From an optimization exercise on the open Yosys and OpenROAD flow, aimed at small area and a short achievable clock period; shortcuts taken in it are not production practice.
Only simulation tests tie the RTL to the original design; equivalence was not proved.
Power and IR drop assume default switching activity.

==> flow/design.v (outline; a module is shown in full before it is edited, if it fits) <==
// module user_logic: 1005 lines
// module mul_fa: 4 lines
// module mul_ha: 4 lines
module user_logic
(
  Bus2IP_Clk,                      
  Bus2IP_Reset,                    
  Bus2IP_Data,                     
  Bus2IP_BE,                       
  Bus2IP_RdCE,                     
  Bus2IP_WrCE,                     
  IP2Bus_Data,                     
  IP2Bus_RdAck,                    
  IP2Bus_WrAck,                    
  IP2Bus_Error                     
);
  // ...
==> flow/run.sh <==
#!/bin/bash
# synth_recipe.tcl (not shown) runs the flow's synth.tcl, then flattens the netlist and writes it again
# the make line also repeats each setting of config.mk as NAME=value (left out here)
make -C /OpenROAD-flow-scripts/flow DESIGN_CONFIG=/design/flow/config.mk WORK_HOME=/design/flow/orfs CLKGATE_MAP_FILE= SYNTH_SCRIPT=/design/flow/synth_recipe.tcl finish
==> flow/config.mk <==
export PLATFORM = sky130hd
export DESIGN_NAME = user_logic
export DESIGN_NICKNAME = user_logic
export VERILOG_FILES = /design/flow/design.v
export SDC_FILE = /design/flow/constraint.sdc
export NUM_CORES = 4
export LEC_CHECK = 0
export ABC_AREA = 1
export CAP_MARGIN = 20
export CORE_MARGIN = 2
export CORE_UTILIZATION = 40
export SETUP_SLACK_MARGIN = 3.5
export SLEW_MARGIN = 20
export SYNTH_HIERARCHICAL = 1
export SYNTH_MINIMUM_KEEP_SIZE = 0
==> flow/constraint.sdc <==
create_clock -name core_clock -period 8.0 [get_ports {Bus2IP_Clk}]
set_input_delay 1.6000 -clock core_clock [delete_from_list [all_inputs] [get_ports {Bus2IP_Clk}]]
set_output_delay 1.6000 -clock core_clock [all_outputs]
set_load 0.01 [all_outputs]
==> metrics.log, run 1 <==
INFO  metric clock_power_share = 28.7%
INFO  metric fp.dieArea = 41800 sq um
INFO  metric worstHoldPathType = flop to flop
INFO  metric vias = 14600
INFO  metric number_of_placed_i_o_pins = 79
INFO  metric die_w = 205 microns
INFO  metric slowest_stage = sky130_fd_sc_hd__clkdlybuf4s50_1
INFO  metric crit_arrival = 2.84 ns
INFO  metric die_h = 205 microns
INFO  metric final_layout_size_suffix_gt1_share = 8.46%
INFO  metric power_sequential = 1.06 mW
INFO  metric filler_cell_count = 3906
INFO  metric outcome = timing/DRC/antenna clean
INFO  metric top_layer_used = met4
INFO  metric placed_area = 17100 sq um
INFO  metric route.detailed.vias_per_inst = 5.99
INFO  metric cp_num_cells = 4
INFO  metric multiInputGateArea = 11500 sq um
INFO  metric syn-instance-count = 1893
INFO  metric routed_wl = 58600 microns
INFO  metric grt_setup_unrepaired = false
INFO  metric endpoint_kind = output port
INFO  metric post-place-cells = 2376
INFO  metric grt_max_degree = 67
INFO  metric synth.yosys.warnings = 7
INFO  metric clkSlewWorstSetupHoldPaths = 0.07 ns
INFO  metric synth_top_cell_by_area = sky130_fd_sc_hd__fa_1
==> run 2, diff against run 1 <==
--- a/flow/config.mk
+++ b/flow/config.mk
@@ -9,7 +9,7 @@
 export CAP_MARGIN = 20
 export CORE_MARGIN = 2
 export CORE_UTILIZATION = 40
-export SETUP_SLACK_MARGIN = 3.5
+export SETUP_SLACK_MARGIN = 4.5
 export SLEW_MARGIN = 20
 export SYNTH_HIERARCHICAL = 1
 export SYNTH_MINIMUM_KEEP_SIZE = 0
==> metrics.log, run 2 <==
INFO  metric outcome = timing/DRC/antenna clean
INFO  metric p_per_area = 154 nW/um^2
INFO  metric maxSlewViolCount = 0
INFO  metric first_pass_grt_wire_length = 92300 microns
INFO  metric static_leakage = 9.89 nW
INFO  metric setup_tns = 0 ns
INFO  metric final.setup_skew = 0.0179 ns
INFO  metric synth_area = 16100 sq um
INFO  metric synth-seq-cells = 170
INFO  metric synthDominantCellAreaShare = 26.6%
INFO  metric irDropWorstVdd = 0.111 mV
INFO  metric path_buf_inv = 5
INFO  metric grt-ovfl-total = 0
INFO  metric main_combinational_cell_family_by_area_after_synthesis = adder cells
INFO  metric synth_flop_cell = sky130_fd_sc_hd__dfxtp_1
INFO  metric met1_usage = 38.1%
INFO  metric use_met3 = 6.35%
INFO  metric wl_per_cell = 25.4 microns
INFO  metric maxSlewHeadroom = 48.0%
INFO  metric tritoncts_num_sinks = 170
INFO  metric setup_viol_count_final = 0
INFO  metric maxCapViolations = 0
INFO  metric netlist_top_cells_count = sky130_fd_sc_hd__nand2_1, sky130_fd_sc_hd__xor2_1, sky130_fd_sc_hd__o22ai_1
INFO  metric synthMuxAreaShare = 0%
INFO  metric initial_core_utilization = 40.5%
INFO  metric clkSlewWorstSetupHoldPaths = 0.07 ns (about the same)
INFO  metric ys_types = 44
INFO  metric synth_top_cell_by_area = sky130_fd_sc_hd__fa_1
INFO  metric placementRows = 73
INFO  metric crit_arrival = 2.69 ns (-0.15 ns)
INFO  metric seq_area_frac_synth = 21.1%
INFO  metric grt_max_degree = 67 (unchanged)
INFO  metric detailed_place_hpwl = 39200 microns
INFO  metric drtAntennaViolNets = 0
INFO  metric worst-setup-path-type = input port to output port
INFO  metric worstPathCellList = buf_12, nor3_4, buf_12, buf_16, buf_8, nand2_1, o211ai_1, buf_2
INFO  metric syn-num-nets = 2167
INFO  metric route.detailed.vias_per_inst = 6.09 (+1.6%)
INFO  metric fp.dieArea = 41800 sq um (unchanged)
INFO  metric placed_area = 17200 sq um (+0.34%)
INFO  metric initialDrtViolationCount = 1882
INFO  metric worstPathMaxFanout = 6
INFO  metric achievable-frequency = 233 MHz
INFO  metric grt_setup_unrepaired = true
INFO  metric cts_inserted_buffers = 17
INFO  metric synth_simple_gate_area_share = 12.6%
INFO  metric min_from = p6_0
INFO  metric final_cell_mix = sky130_fd_sc_hd__nand2_1, sky130_fd_sc_hd__xor2_1, sky130_fd_sc_hd__o22ai_1
INFO  metric critPathLaunch = Bus2IP_RdCE[2]
INFO  metric critical_path_s_top_delay_family = buffers and inverters
INFO  metric timing.final.crit_share = 53.6%
INFO  metric number_of_placed_i_o_pins = 79 (unchanged)
INFO  metric max_slew.worst_pin.slew = 0.780 ns
INFO  metric tritoncts = built
INFO  metric synthesis.area_per_instance = 8.50 sq um
INFO  metric clockRootBuffer = sky130_fd_sc_hd__clkbuf_16
INFO  metric die_w = 205 microns (unchanged)
INFO  metric antenna_violations_before_repair = 0
INFO  metric grt_max_usage_layer = met2
INFO  metric post_synth_edffs = 0
INFO  metric htreeDepth = 4
INFO  metric top_post_synthesis_cells_by_area = sky130_fd_sc_hd__fa_1, sky130_fd_sc_hd__dfxtp_1, sky130_fd_sc_hd__xor2_1
INFO  metric remaining_drc_errors = 0
INFO  metric hold_buffers = 0
INFO  metric final_util = 51.5%
INFO  metric hold_violations = 0
INFO  metric share_of_the_synthesized_netlist_area_taken_by_xor_and_xnor_gates = 13.8%
INFO  metric core-area = 39700 sq um
INFO  metric routed_wl = 65300 microns (+11%)
INFO  metric worstReg2RegStart = slv_reg0[12]
INFO  metric finish.net_count = 2306
INFO  metric grt.met2_usage = 45.4%
INFO  metric finish.instance_area = 20500 sq um
INFO  metric slowest_stage = sky130_fd_sc_hd__nor3_4
INFO  metric type_of_element_launching_the_critical_path = input port
INFO  metric globalRouteTotalUtil = 29.8%
INFO  metric endpoint_kind = output port
INFO  metric clock_tree.buffer_depth = 2
INFO  metric syn-instance-count = 1893 (unchanged)
INFO  metric antennaDiodeCount = 0
INFO  metric synth.yosys.warnings = 7 (unchanged)
INFO  metric synth-adder-area-share = 27.9%
INFO  metric gpl.final_weighted_congestion = 0.896
INFO  metric post-synth-top-count-cell = sky130_fd_sc_hd__nand2_1
INFO  metric slowest_delay = 0.20 ns
INFO  metric vias = 15600 (+7.5%)
INFO  metric synth_compound_gate_area_share = 16.8%
INFO  metric port-buffer-count = 77
INFO  metric final_layout_size_suffix_gt1_share = 24.7% (+16 points)
INFO  metric area_delta_synth_final = 27.2%
INFO  metric clkLatencyLatePin = 0.46 ns
INFO  metric mostFrequentLayoutCell = sky130_fd_sc_hd__nand2_1
INFO  metric worstHoldPathType = flop to flop
INFO  metric worst_path_most_repeated_cell = sky130_fd_sc_hd__buf_12
INFO  metric largest_registers = slv_reg0 (32), slv_reg1 (32), slv_reg2 (32)
INFO  metric grt_pass1_vias = 15000
INFO  metric detail_route.first_pass.iterations = 6
INFO  metric postSynth.asyncResetShare = 0%
INFO  metric die_h = 205 microns (unchanged)
INFO  metric min_period = 4.29 ns
INFO  metric cp_required = 6.40 ns
run 2: cell counts after synthesis:
Identical to the previous run, type by type.
run 2: logic make-up after synthesis:
logic type,after synthesis
and+or+nand+nor,502
AOI/OAI and AO/OA,430
buffers and inverters,308
xor gates and xnor gates,252
adders and majority gates,230
DFF,170
other,1
run 2: worst register-to-register path, delay by kind of cell, from the launching register on:
family | cells | cell delay, ns
fa+ha+maj | 3 | 1.13
simple gates | 14 | 0.92
buf+inv | 5 | 0.68
flops | 1 | 0.32
compound gates | 1 | 0.25
xor+xnor | 1 | 0.23
run 2: layer usage:
metal	vias up	routed length (microns)
li1	6583	-
met1	7590	24000
met2	1150	28100
met3	319	7420
met4	0	5740
met5	-	0
run 2: worst paths after layout:
kind,slack (ns),cells after the start,to
max reg2reg,4.34,24,p31_0
min,0.41,2,slv_reg2[25]
max,3.71,8,IP2Bus_Data[14]
min reg2reg,0.41,2,slv_reg2[25]
run 2: power breakdown:
part	switching (mW)	total, mW	internal [mW]
clock network	0.392	0.888	0.496
registers	0.0823	1.06	0.973
logic	0.735	1.20	0.467
total	1.21	3.14	1.94
run 2: final cells by class:
cell class | instances | area [sq um]
repair buffers | 252 | 2590
clock buffers | 17 | 425
repair inverters | 11 | 81.3
fillers | 3523 | 19300
inverters | 162 | 748
multi-input cells | 1418 | 12300
clock inverters | 15 | 184
well taps | 525 | 657
flip-flops and latches | 170 | 3460
run 2: per-stage QoR:
stage / setup slack [ns] / hold slack (ns) / cells / power [mW]
floorplan: 4.18 / 0.394 / 1893 / 1.76
global placement: 2.59 / 0.404 / 2376 / 2.09
detailed placement: 2.54 / 0.405 / 2377 / 2.10
CTS: 3.71 / 0.418 / 2502 / 3.06
global route: 3.68 / 0.436 / 2570 / 3.31
finish: 3.71 / 0.415 / 2570 / 3.14
run 2: repair_timing:
action,4_1_cts,5_1_grt
cloned,17,9
resized for setup,339,206
endpoints found under the setup margin,104,72
setup buffers,76,59
pin swaps,40,66
run 2: per-module statistics from Yosys, one instance, submodules excluded:
module	times used	flops+latches	cells inside
mul_fa	213	0	1
mul_ha	3	0	1
user_logic	1	170	1677
==> run 3, diff against run 2 <==
--- a/flow/config.mk
+++ b/flow/config.mk
@@ -9,7 +9,7 @@
 export CAP_MARGIN = 20
 export CORE_MARGIN = 2
 export CORE_UTILIZATION = 40
-export SETUP_SLACK_MARGIN = 4.5
+export SETUP_SLACK_MARGIN = 3.85
 export SLEW_MARGIN = 20
 export SYNTH_HIERARCHICAL = 1
 export SYNTH_MINIMUM_KEEP_SIZE = 0
==> metrics.log, run 3 <==
INFO  metric postSynth.asyncResetShare = 0% (unchanged)
INFO  metric synth.yosys.warnings = 7 (unchanged)
INFO  metric cp_required = 6.40 ns (about the same)
INFO  metric worstPathMaxFanout = 8 (+2)
INFO  metric worstReg2RegStart = slv_reg1[19]
INFO  metric number_of_placed_i_o_pins = 79 (unchanged)
INFO  metric final_cell_mix = sky130_fd_sc_hd__nand2_1, sky130_fd_sc_hd__xor2_1, sky130_fd_sc_hd__o22ai_1
INFO  metric slowest_stage = sky130_fd_sc_hd__nor3_4
INFO  metric die_h = 205 microns (unchanged)
INFO  metric irDropWorstVdd = 0.142 mV (+28%)
INFO  metric worstHoldPathType = flop to flop
INFO  metric static_leakage = 9.18 nW (-7.2%)
INFO  metric routed_wl = 59700 microns (-8.5%)
INFO  metric netlist_top_cells_count = sky130_fd_sc_hd__nand2_1, sky130_fd_sc_hd__xor2_1, sky130_fd_sc_hd__o22ai_1
INFO  metric endpoint = IP2Bus_Data[19]
INFO  metric synth_top_cell_by_area = sky130_fd_sc_hd__fa_1
INFO  metric htreeDepth = 4 (unchanged)
INFO  metric detail_route.first_pass.iterations = 6 (unchanged)
INFO  metric cts_inserted_buffers = 17 (unchanged)
INFO  metric mostFrequentLayoutCell = sky130_fd_sc_hd__nand2_1
INFO  metric setup_viol_count_final = 0 (unchanged)
INFO  metric setup_tns = 0 ns (unchanged)
INFO  metric synth-adder-area-share = 27.9% (unchanged)
INFO  metric placed_area = 17100 sq um (-0.34%)
INFO  metric drtAntennaViolNets = 0 (unchanged)
INFO  metric min_period = 4.26 ns (-0.0301 ns)
INFO  metric synthMuxAreaShare = 0% (unchanged)
INFO  metric largest_registers = slv_reg0 (32), slv_reg1 (32), slv_reg2 (32)
INFO  metric worst_path_most_repeated_cell = sky130_fd_sc_hd__buf_12
INFO  metric tritoncts = built
INFO  metric synth_compound_gate_area_share = 16.8% (unchanged)
INFO  metric top_post_synthesis_cells_by_area = sky130_fd_sc_hd__fa_1, sky130_fd_sc_hd__dfxtp_1, sky130_fd_sc_hd__xor2_1
INFO  metric hold_buffers = 0 (unchanged)
INFO  metric critPathLaunch = Bus2IP_RdCE[0]
INFO  metric ys_types = 44 (unchanged)
INFO  metric main_combinational_cell_family_by_area_after_synthesis = adder cells
INFO  metric clkLatencyLatePin = 0.46 ns (about the same)
INFO  metric r2r-end = p22_1
INFO  metric initial_core_utilization = 40.5% (unchanged)
INFO  metric fp.dieArea = 41800 sq um (unchanged)
INFO  metric tritoncts_num_sinks = 170 (unchanged)
INFO  metric post-synth-top-count-cell = sky130_fd_sc_hd__nand2_1
INFO  metric post_synth_edffs = 0 (unchanged)
INFO  metric wl_per_cell = 24.3 microns (-4.2%)
INFO  metric syn-instance-count = 1893 (unchanged)
INFO  metric slowest_delay = 0.21 ns (about the same)
INFO  metric hold_violations = 0 (unchanged)
INFO  metric first_pass_grt_wire_length = 88700 microns (-3.8%)
INFO  metric area_delta_synth_final = 13.9%
INFO  metric globalRouteTotalUtil = 28.3% (-1.4 points)
INFO  metric crit_arrival = 2.66 ns (-0.03 ns)
INFO  metric max_slew.worst_pin.slew = 1.13 ns (+0.350 ns)
INFO  metric fin_worst_hold_slack = 0.412 ns (-0.00278 ns)
INFO  metric type_of_element_launching_the_critical_path = input port
INFO  metric vias = 14600 (-6.7%)
INFO  metric clkSlewWorstSetupHoldPaths = 0.07 ns (about the same)
INFO  metric finish.net_count = 2190 (-5.0%)
INFO  metric syn-num-nets = 2167 (unchanged)
INFO  metric post-layout-total-power = 2.98 mW (-5.1%)
INFO  metric synth-seq-cells = 170 (unchanged)
INFO  metric multiInputGateArea = 11600 sq um (-5.9%)
INFO  metric register_area = 3440 sq um (-0.76%)
INFO  metric remaining_drc_errors = 0 (unchanged)
INFO  metric detailed_place_hpwl = 39100 microns (-0.10%)
INFO  metric seq_area_frac_synth = 21.1% (unchanged)
INFO  metric gpl.final_weighted_congestion = 0.865 (-3.5%)
INFO  metric worstPathCellList = buf_12, nor3_4, buf_6, buf_12, buf_16, nand2_1, o211ai_1, buf_2
INFO  metric grt-ovfl-total = 0 (unchanged)
INFO  metric timing.final.crit_share = 53.2% (-0.38 points)
INFO  metric die_w = 205 microns (unchanged)
INFO  metric maxSlewViolCount = 0 (unchanged)
INFO  metric finish.instance_area = 18300 sq um (-10%)
INFO  metric maxCapViolations = 0 (unchanged)
INFO  metric filler_cell_count = 3854 (+9.4%)
INFO  metric synth_area = 16100 sq um (unchanged)
INFO  metric antennaDiodeCount = 0 (unchanged)
INFO  metric initialDrtViolationCount = 1545 (-18%)
INFO  metric antenna_violations_before_repair = 0 (unchanged)
INFO  metric clockRootBuffer = sky130_fd_sc_hd__clkbuf_16
INFO  metric grt_setup_unrepaired = true
INFO  metric final_util = 46.1% (-5.4 points)
INFO  metric maxSlewHeadroom = 24.6% (-23 points)
INFO  metric clock_tree.buffer_depth = 2 (unchanged)
INFO  metric synthesis.area_per_instance = 8.50 sq um (unchanged)
INFO  metric p_per_area = 163 nW/um^2 (+6.0%)
INFO  metric synthDominantCellAreaShare = 26.6% (unchanged)
INFO  metric worst-r2r-setup-slack = 3.91 ns (-0.43 ns)
INFO  metric grt_max_degree = 67 (unchanged)
INFO  metric synth_flop_cell = sky130_fd_sc_hd__dfxtp_1
INFO  metric final_layout_size_suffix_gt1_share = 10.9% (-14 points)
INFO  metric outcome = timing/DRC/antenna clean
INFO  metric share_of_the_synthesized_netlist_area_taken_by_xor_and_xnor_gates = 13.8% (unchanged)
INFO  metric placementRows = 73 (unchanged)
INFO  metric grt_pass1_vias = 14600 (-2.6%)
INFO  metric worstRegToRegCells = 8 (-67%)
INFO  metric achievable-frequency = 235 MHz (+0.71%)
INFO  metric core-area = 39700 sq um (unchanged)
INFO  metric port-buffer-count = 77 (unchanged)
INFO  metric worst-setup-path-type = input port to output port
INFO  metric endpoint_kind = output port
INFO  metric route.detailed.vias_per_inst = 5.94 (-2.3%)
INFO  metric synth_simple_gate_area_share = 12.6% (unchanged)
INFO  metric final.setup_skew = 0.0161 ns (-0.00175 ns)
run 3: cell counts after synthesis:
No cell type changed its count.
run 3: how the worst min path moves through the flow:
stage	startpoint	end	slack (ns)	cells past startpoint
4_1_cts	p4_0	slv_reg2[27]	0.42	2
6_report	p4_0	slv_reg2[27]	0.41	2
5_1_grt	p0_0	slv_reg2[31]	0.43	2
2_1_floorplan	p6_0	slv_reg2[25]	0.39	2
3_5_place_dp	p4_0	slv_reg2[27]	0.40	2
3_3_place_gp	p2_0	slv_reg2[29]	0.40	2
run 3: timing repair:
action | 4_1_cts | 5_1_grt
buffers inserted | 16 | 17
cloned | 6 | 6
pin swaps | 13 | 5
setup endpoints to repair | 93 | 46
gates resized for setup | 217 | 35
run 3: metal layers:
metal	vias up	wire length [microns]	GRT usage [%]
met1	7187	23600	36.8
met4	0	4240	18.0
met2	869	26400	43.8
li1	6352	-	-
met5	-	0	0
met3	181	5420	4.93
run 3: critical path, delay by kind of cell:
family / cells / cell delay, ns
simple gates: 2 / 0.29
compound gates: 1 / 0.09
buf+inv: 5 / 0.67
run 3: kinds of logic after synthesis:
group	count (synthesis)
and+or+nand+nor	502
AOI/OAI and AO/OA	430
buffers and inverters	308
xor gates and xnor gates	252
adders and majority gates	230
DFF	170
other	1
run 3: power by group:
group	switching [mW]	internal, mW
combinational	0.677	0.399
clock	0.432	0.417
sequential	0.0858	0.974
run 3: through the flow:
step / setup WS [ns] / std cells
floorplan: 3.95 / 1893
global placement: 2.46 / 2376
detailed placement: 2.38 / 2376
CTS: 3.77 / 2430
global route: 3.71 / 2454
finish: 3.74 / 2454
run 3: modules after synthesis (local to each module, per instance):
module      flops+latches  cell area, sq um  times used  cells inside
mul_fa                  0              20.0         213             1
user_logic            170             11800           1          1677
mul_ha                  0              12.5           3             1
run 3: cell type report:
class | count | share of cell area, %
multi-input cells | 1417 | 63.3
flip-flops and latches | 170 | 18.8
repair buffers | 145 | 7.48
inverters | 162 | 3.65
well taps | 525 | 3.58
clock buffers | 17 | 2.32
clock inverters | 15 | 0.826
repair inverters | 3 | 0.109
==> run 4, diff against run 3 <==
--- a/flow/config.mk
+++ b/flow/config.mk
@@ -9,7 +9,7 @@
 export CAP_MARGIN = 20
 export CORE_MARGIN = 2
 export CORE_UTILIZATION = 40
-export SETUP_SLACK_MARGIN = 3.85
+export SETUP_SLACK_MARGIN = 4.0
 export SLEW_MARGIN = 20
 export SYNTH_HIERARCHICAL = 1
 export SYNTH_MINIMUM_KEEP_SIZE = 0
==> metrics.log, run 4 <==
INFO  metric type_of_element_launching_the_critical_path = input port
INFO  metric worst_path_most_repeated_cell = sky130_fd_sc_hd__buf_12
INFO  metric tritoncts = built
INFO  metric synthDominantCellAreaShare = 26.6% (unchanged)
INFO  metric die_w = 205 microns (unchanged)
INFO  metric mostFrequentLayoutCell = sky130_fd_sc_hd__nand2_1
INFO  metric number_of_placed_i_o_pins = 79 (unchanged)
INFO  metric largest_registers = slv_reg0 (32), slv_reg1 (32), slv_reg2 (32)
INFO  metric initial_core_utilization = 40.5% (unchanged)
INFO  metric antenna_violations_before_repair = 0 (unchanged)
INFO  metric synthesis.area_per_instance = 8.50 sq um (unchanged)
INFO  metric holdPathEnd = slv_reg2[27]
INFO  metric dpl_worst_slack = 2.38 ns (unchanged)
INFO  metric crit_arrival = 2.66 ns (about the same)
INFO  metric initialDrtViolationCount = 1570 (+1.6%)
INFO  metric gpl.final_weighted_congestion = 0.865 (unchanged)
INFO  metric first_pass_grt_wire_length = 88900 microns (+0.16%)
INFO  metric detailed_place_hpwl = 39100 microns (unchanged)
INFO  metric worst_hold_path.num_cells = 2 (unchanged)
INFO  metric route.detailed.vias_per_inst = 6.00 (+0.89%)
INFO  metric cts_inserted_buffers = 17 (unchanged)
INFO  metric netlist_top_cells_count = sky130_fd_sc_hd__nand2_1, sky130_fd_sc_hd__xor2_1, sky130_fd_sc_hd__o22ai_1
INFO  metric hold_buffers = 0 (unchanged)
INFO  metric tritoncts_num_sinks = 170 (unchanged)
INFO  metric syn-num-nets = 2167 (unchanged)
INFO  metric worst-setup-path-type = input port to output port
INFO  metric drtAntennaViolNets = 0 (unchanged)
INFO  metric synth-seq-cells = 170 (unchanged)
INFO  metric final.setup_skew = 0.0151 ns (-0.000992 ns)
INFO  metric post-place-cells = 2376 (unchanged)
INFO  metric filler_cell_count = 3856 (+0.052%)
INFO  metric placed_area = 17100 sq um (unchanged)
INFO  metric antennaDiodeCount = 0 (unchanged)
INFO  metric r2r-end = p31_0
INFO  metric detail_route.first_pass.iterations = 6 (unchanged)
INFO  metric post-layout-total-power = 2.99 mW (+0.16%)
INFO  metric routed_wl = 60000 microns (+0.55%)
INFO  metric maxCapViolations = 0 (unchanged)
INFO  metric cp_required = 6.40 ns (about the same)
INFO  metric slowest_stage = sky130_fd_sc_hd__nor3_4
INFO  metric vias = 14700 (+0.85%)
INFO  metric post-synth-top-count-cell = sky130_fd_sc_hd__nand2_1
INFO  metric die_h = 205 microns (unchanged)
INFO  metric timing.final.crit_share = 53.2% (about the same)
INFO  metric max_slew.worst_pin.slew = 1.13 ns (+0.00439 ns)
INFO  metric globalRouteTotalUtil = 28.4% (+0.052 points)
INFO  metric clock_tree.buffer_depth = 2 (unchanged)
INFO  metric area_delta_synth_final = 14.2%
INFO  metric grt_pass1_vias = 14700 (+0.42%)
INFO  metric min_period = 4.26 ns (-0.00411 ns)
INFO  metric final_layout_size_suffix_gt1_share = 11.3% (+0.32 points)
INFO  metric seq_area_frac_synth = 21.1% (unchanged)
INFO  metric grt-ovfl-total = 0 (unchanged)
INFO  metric path_buf_inv = 5 (unchanged)
INFO  metric finish.net_count = 2189 (-0.046%)
INFO  metric worstPathMaxFanout = 8 (unchanged)
INFO  metric setup_viol_count_final = 0 (unchanged)
INFO  metric remaining_drc_errors = 0 (unchanged)
INFO  metric post_synth_edffs = 0 (unchanged)
INFO  metric top_post_synthesis_cells_by_area = sky130_fd_sc_hd__fa_1, sky130_fd_sc_hd__dfxtp_1, sky130_fd_sc_hd__xor2_1
INFO  metric outcome = timing/DRC/antenna clean
INFO  metric grt_max_degree = 67 (unchanged)
INFO  metric worstReg2RegStart = slv_reg1[10]
INFO  metric final_cell_mix = sky130_fd_sc_hd__nand2_1, sky130_fd_sc_hd__xor2_1, sky130_fd_sc_hd__o22ai_1
INFO  metric post-route-worst-setup-slack = 3.74 ns (+0.00411 ns)
INFO  metric slowest_delay = 0.21 ns (about the same)
INFO  metric setup_tns = 0 ns (unchanged)
INFO  metric endpoint_kind = output port
INFO  metric maxSlewViolCount = 0 (unchanged)
INFO  metric syn-instance-count = 1893 (unchanged)
INFO  metric ys_types = 44 (unchanged)
INFO  metric synth_flop_cell = sky130_fd_sc_hd__dfxtp_1
INFO  metric wl_per_cell = 24.5 microns (+0.59%)
INFO  metric static_leakage = 9.28 nW (+1.1%)
INFO  metric worstPathCellList = buf_12, nor3_4, buf_6, buf_12, buf_16, nand2_2, o211ai_1, buf_2
INFO  metric critical_path_s_top_delay_family = buffers and inverters
INFO  metric finish.instance_area = 18400 sq um (+0.26%)
INFO  metric worstHoldPathType = flop to flop
INFO  metric achievable-frequency = 235 MHz (about the same)
INFO  metric clkSlewWorstSetupHoldPaths = 0.07 ns (about the same)
INFO  metric synth_area = 16100 sq um (unchanged)
INFO  metric irDropWorstVdd = 0.136 mV (-4.2%)
INFO  metric grt_setup_unrepaired = true
INFO  metric min_from = p4_0
INFO  metric postSynth.asyncResetShare = 0% (unchanged)
INFO  metric fp.dieArea = 41800 sq um (unchanged)
INFO  metric hold_violations = 0 (unchanged)
INFO  metric critPathLaunch = Bus2IP_RdCE[0]
INFO  metric clkLatencyLatePin = 0.46 ns (about the same)
INFO  metric worst-r2r-setup-slack = 3.97 ns (+0.06 ns)
INFO  metric synth.yosys.warnings = 7 (unchanged)
INFO  metric p_per_area = 163 nW/um^2 (about the same)
INFO  metric stdcell_count = 2453 (-0.041%)
INFO  metric htreeDepth = 4 (unchanged)
INFO  metric core-area = 39700 sq um (unchanged)
INFO  metric maxSlewHeadroom = 24.3% (-0.29 points)
INFO  metric port-buffer-count = 77 (unchanged)
INFO  metric placementRows = 73 (unchanged)
INFO  metric worstRegToRegCells = 18 (+10)
INFO  metric synth_top_cell_by_area = sky130_fd_sc_hd__fa_1
INFO  metric clockRootBuffer = sky130_fd_sc_hd__clkbuf_16
==> run 4: cell counts after synthesis <==
No cell type changed its count.
==> run 4: repair_timing <==
item / CTS / global route
resized for setup: 225 / 44
buffers inserted: 18 / 14
cloned: 6 / 6
endpoints found under the setup margin: 98 / 52
pin swaps: 14 / 16
==> run 4: cell type report <==
| class | count | area, sq um | share of cell area [%] |
|---|---|---|---|
| tap | 525 | 657 | 3.58 |
| timing repair buffer | 144 | 1360 | 7.40 |
| inverter | 162 | 669 | 3.64 |
| clock inverter | 15 | 151 | 0.824 |
| clock buffer | 17 | 425 | 2.32 |
| multi-input combinational | 1417 | 11600 | 63.4 |
| timing repair inverter | 3 | 22.5 | 0.123 |
| sequential | 170 | 3440 | 18.7 |
==> run 4: how the worst max path moves through the flow <==
stage	to	slack [ns]	depth (start not counted)
after global routing	p31_0	3.71	28
after CTS	IP2Bus_Data[25]	3.77	9
after detailed placement	IP2Bus_Data[16]	2.38	5
after global placement	IP2Bus_Data[1]	2.46	5
after floorplan	IP2Bus_Data[30]	3.95	4
final	IP2Bus_Data[25]	3.74	8
==> run 4: cells by family (layout without fill, tap and decap cells) <==
| kind of cell | Yosys count | in the layout | share of synthesized area [%] |
|---|---|---|---|
| simple gates | 502 | 504 | 12.6 |
| flops | 170 | 170 | 21.1 |
| fa+ha+maj | 230 | 230 | 27.9 |
| xor+xnor | 252 | 252 | 13.8 |
| other cells | 1 | 1 | 0.0233 |
| compound gates | 430 | 430 | 16.8 |
| buf+inv | 308 | 341 | 7.74 |
==> run 4: per-stage QoR <==
step | utilization, % | hold slack (ns)
after detailed placement | 43.0 | 0.403
after global placement | 43.0 | 0.402
after CTS | 45.3 | 0.416
final | 46.2 | 0.412
after global routing | 46.2 | 0.432
after floorplan | - | 0.394
==> run 4: routing by layer <==
| metal | track usage, % | wire length [microns] | vias up |
|---|---|---|---|
| met5 | 0 | 0 | - |
| met4 | 18.4 | 4420 | 0 |
| met3 | 5.01 | 5850 | 177 |
| met2 | 43.9 | 26300 | 988 |
| met1 | 36.6 | 23500 | 7202 |
| li1 | - | - | 6346 |
==> run 4: per-module statistics from Yosys (local to each module, per instance) <==
| module | flip-flops and latches | cells | copies in the design | area [sq um] |
|---|---|---|---|---|
| user_logic | 170 | 1677 | 1 | 11800 |
| mul_fa | 0 | 1 | 213 | 20.0 |
| mul_ha | 0 | 1 | 3 | 12.5 |
==> run 4: tightest hold or removal path, cell delays in order (launching register included) <==
cell and delay (ns):
sky130_fd_sc_hd__dfxtp_1 0.30, sky130_fd_sc_hd__inv_1 0.04, sky130_fd_sc_hd__nor2_1 0.03
==> run 4: power breakdown <==
group          internal (mW)  switching (mW)
Sequential             0.974          0.0872
Combinational          0.399           0.680
Clock                  0.417           0.432
Total                   1.79            1.20

-- what the ideal ports hide --
How much do the figures lean on ideal ports? The routed layouts below were timed once more, with nothing changed but the port constraints. Step 1 sets driving cells, clkbuf_16 on the clock port and buf_2 on the other inputs (assumed; they add their load-dependent delay and slew). Step 2 also shifts input and output timing later by t, the mid clock arrival at the registers, as if the neighbouring blocks saw the same clock. Three values: no drivers, after step 1, after step 2; two values: the first two.
run | shift t [ns] | slack for setup (ns) | worst setup path at the end | latest minus earliest clock arrival (ns)
run 1 | 0.513 | 3.559 / 3.528 / 3.528 | input to output | 0.018 / 0.018
run 2 | 0.506 | 3.711 / 3.664 / 3.664 | input to output | 0.017 / 0.018
run 3 | 0.509 | 3.741 / 3.690 / 3.690 | input to output | 0.016 / 0.016
run 4 | 0.508 | 3.745 / 3.694 / 3.694 | input to output | 0.015 / 0.015
After both steps every run listed still meets setup and hold.
